Background: an optimization exercise with open tools, aiming at small area, a short achievable clock period and few clock cycles per item. Do not read the settings as production practice.
Power is estimated from default activity; no workload was simulated.

==> flow/design.v <==
module SHA(
	input logic PCLK_IN,
	input logic [4:0] PADDR_IN,
	input logic PRESETn_IN,
	input logic PSEL_IN,
	input logic PENABLE_IN,
	input logic PWRITE_IN,
	input logic [31:0] PWDATA_IN,
	output logic PREADY_OUT,
	output logic [31:0] PRDATA_OUT);
	localparam logic [31:0] K0 = 32'h5a827999, K1 = 32'h6ed9eba1,
	                        K2 = 32'h8f1bbcdc, K3 = 32'hca62c1d6;
	logic [31:0] M [16];    
	logic [15:0] zf;        
	logic [31:0] S [16];    
	logic [31:0] H [5];     
	logic [31:0] a, b, c, d, eKW;
	logic [6:0] p;          
	logic [15:0] oh;        
	logic [15:0] th;        
	logic sch;              
	logic [1:0] kn;         
	logic fch, fmaj;        
	logic ok;               
	logic rdy;              
	wire rst = !PRESETn_IN;
	wire we = PSEL_IN & !PENABLE_IN & PWRITE_IN & rdy;
	wire st = PSEL_IN & PENABLE_IN & rdy;
	wire [3:0] k = PADDR_IN[4] ? 4'd15 : PADDR_IN[3:0];
	wire hazard = we & th[k];
	wire w0 = we & (k == 4'd0);
	wire need = !ok | hazard | (p[4] & !st);
	wire ld = rdy & need & !w0;       
	wire inv = rdy & need & w0;       
	wire last = !rdy & (p == 7'd80);
	wire [31:0] f = fch ? ((b & c) | (~b & d)) :
	                fmaj ? ((b & c) | (b & d) | (c & d)) : (b ^ c ^ d);
	wire [31:0] a5 = {a[26:0], a[31:27]};
	wire [31:0] T = a5 + f + eKW;
	logic [31:0] msel;
	always_comb begin
		msel = 32'd0;
		for (int j = 0; j < 16; j++)
			if (oh[j] && !zf[j]) msel = msel | M[j];
	end
	wire [31:0] wrec = S[13] ^ S[8] ^ S[2] ^ S[0];
	wire [31:0] wn = sch ? {wrec[30:0], wrec[31]} : msel;
	wire [31:0] kv = (kn == 2'd0) ? K0 : (kn == 2'd1) ? K1 : (kn == 2'd2) ? K2 : K3;
	wire [31:0] eKWn = d + kv + wn;
	wire [31:0] m0 = zf[0] ? 32'd0 : M[0];
	wire [31:0] X = rdy ? K0 : (p <= 7'd78) ? {a[1:0], a[31:2]} : a;
	wire [31:0] Y = rdy ? m0 : 32'd0;
	wire [31:0] hsum = H[4] + X + Y;
	wire ring = !rdy & (p >= 7'd76);
	always_ff @(posedge PCLK_IN) begin
		for (int j = 0; j < 16; j++)
			if (we && k == j) M[j] <= PWDATA_IN;
		if (rst) zf <= 16'hffff;
		else for (int j = 0; j < 16; j++)
			if (we && k == j) zf[j] <= 1'b0;
		for (int j = 0; j < 15; j++) S[j] <= S[j+1];
		if (ld) begin
			S[15] <= m0;
			a <= H[0]; b <= H[1]; c <= H[2]; d <= H[3]; eKW <= hsum;
		end else begin
			S[15] <= wn;
			a <= T; b <= a; c <= {b[1:0], b[31:2]}; d <= c; eKW <= eKWn;
		end
		if (rst || ld || last) begin
			p <= 7'd0;
			oh <= 16'h0002;
			th <= 16'h0003;
			sch <= 1'b0;
			kn <= 2'd0;
			fch <= 1'b1;
			fmaj <= 1'b0;
		end else begin
			p <= p + 7'd1;
			oh <= {oh[14:0], 1'b0};
			th <= {th[14:0], 1'b1};
			sch <= sch | oh[15];
			if (p == 7'd18) kn <= 2'd1;
			if (p == 7'd38) kn <= 2'd2;
			if (p == 7'd58) kn <= 2'd3;
			fch <= (kn == 2'd0);
			fmaj <= (kn == 2'd2);
		end
		if (rst) begin
			PREADY_OUT <= 1'b1;
			rdy <= 1'b1;
			ok <= 1'b0;
		end else begin
			if (last || inv) ok <= 1'b0;
			else if (ld) ok <= 1'b1;
			if (rdy) begin
				PREADY_OUT <= !(PSEL_IN & PENABLE_IN);
				rdy <= !(PSEL_IN & PENABLE_IN);
			end else begin
				PREADY_OUT <= last;
				rdy <= last;
			end
		end
		if (rst) begin
			H[0] <= 32'h67452301;
			H[1] <= 32'hefcdab89;
			H[2] <= 32'h98badcfe;
			H[3] <= 32'h10325476;
			H[4] <= 32'hc3d2e1f0;
		end else if (ring) begin
			H[0] <= hsum; H[1] <= H[0]; H[2] <= H[1]; H[3] <= H[2]; H[4] <= H[3];
		end
		case (PADDR_IN)
			5'd16: PRDATA_OUT <= H[0];
			5'd17: PRDATA_OUT <= H[1];
			5'd18: PRDATA_OUT <= H[2];
			5'd19: PRDATA_OUT <= H[3];
			5'd20: PRDATA_OUT <= H[4];
			default: PRDATA_OUT <= 32'd0;
		endcase
	end
endmodule
==> flow/config.mk <==
export PLATFORM = sky130hd
export DESIGN_NAME = SHA
export DESIGN_NICKNAME = SHA
export VERILOG_FILES = /design/flow/design.v
export SDC_FILE = /design/flow/constraint.sdc
export NUM_CORES = 8
export LEC_CHECK = 0
export CAP_MARGIN = 20
export CORE_MARGIN = 2
export CORE_UTILIZATION = 50
export PLACE_DENSITY = 0.6
export SLEW_MARGIN = 20
==> flow/constraint.sdc <==
create_clock -name core_clock -period 11.0 [get_ports {PCLK_IN}]
set_input_delay 2.2000 -clock core_clock [delete_from_list [all_inputs] [get_ports {PCLK_IN}]]
set_output_delay 2.2000 -clock core_clock [all_outputs]
set_load 0.01 [all_outputs]
standard.sh (not shown) runs the stock make flow with config.mk's settings and CLKGATE_MAP_FILE= SYNTH_SCRIPT=/design/flow/synth_recipe.tcl, a recipe that flattens the netlist after the stock synthesis.
==> flow/flow/run.sh <==
#!/bin/bash
# The standard layout, with repair_timing aiming for a larger setup slack.
set -euo pipefail
bash standard.sh SETUP_SLACK_MARGIN=7.5 finish > standard.log 2>&1
Next try:
==> flow/run.sh (new file) <==
#!/bin/bash
# synth_recipe.tcl (not shown) runs the flow's synth.tcl, then flattens the netlist and writes it again
# the make line also repeats each setting of config.mk as NAME=value (left out here)
make -C /OpenROAD-flow-scripts/flow DESIGN_CONFIG=/design/flow/config.mk WORK_HOME=/design/flow/orfs CLKGATE_MAP_FILE= SYNTH_SCRIPT=/design/flow/synth_recipe.tcl finish
ABC_CLOCK_PERIOD_IN_PS = 2500   (was unset)
SETUP_SLACK_MARGIN = 5   (was unset)
removed: flow/flow/run.sh
removed: flow/standard.sh
Outcome: The changed run completed with no timing, DRC or antenna violations. Sequential share of layout area came out higher by 6.3 points. Routed wire length falls by about a fifth. Power falls by roughly a tenth. Cell count is lower by a few percent.
No functional check of the RTL was part of any run of this note.

## separate check: timing with driven ports
No port has a modelled driver above. Below, the same layouts with a new extraction and two added sets of constraints.
Step 1 (the two cells are an assumption about what drives the block):
set clk [get_ports {PCLK_IN}]
set_driving_cell -lib_cell sky130_fd_sc_hd__clkbuf_16 $clk
set_driving_cell -lib_cell sky130_fd_sc_hd__buf_2 [delete_from_list [all_inputs] $clk]
Step 2 also shifts input and output timing later by t, the mid clock arrival at the registers, as if the neighbouring blocks saw the same clock.
Three values: no drivers, after step 1, after step 2; two values: the first two.
run	t (ns)	slack for setup (ns)	clock arrival spread, ns	worst slew at a driven data input, ns	pins driven straight from the clock port
the first run	0.816	6.121 / 6.121 / 6.121	0.040 / 0.039	0.21	1
the second run	0.835	5.166 / 5.166 / 4.577	0.026 / 0.025	0.17	1
After both steps every run listed still meets setup and hold. The setup slack of the second run, which loses most, moves by 0.000 ns with the drivers and by -0.589 ns with both steps.
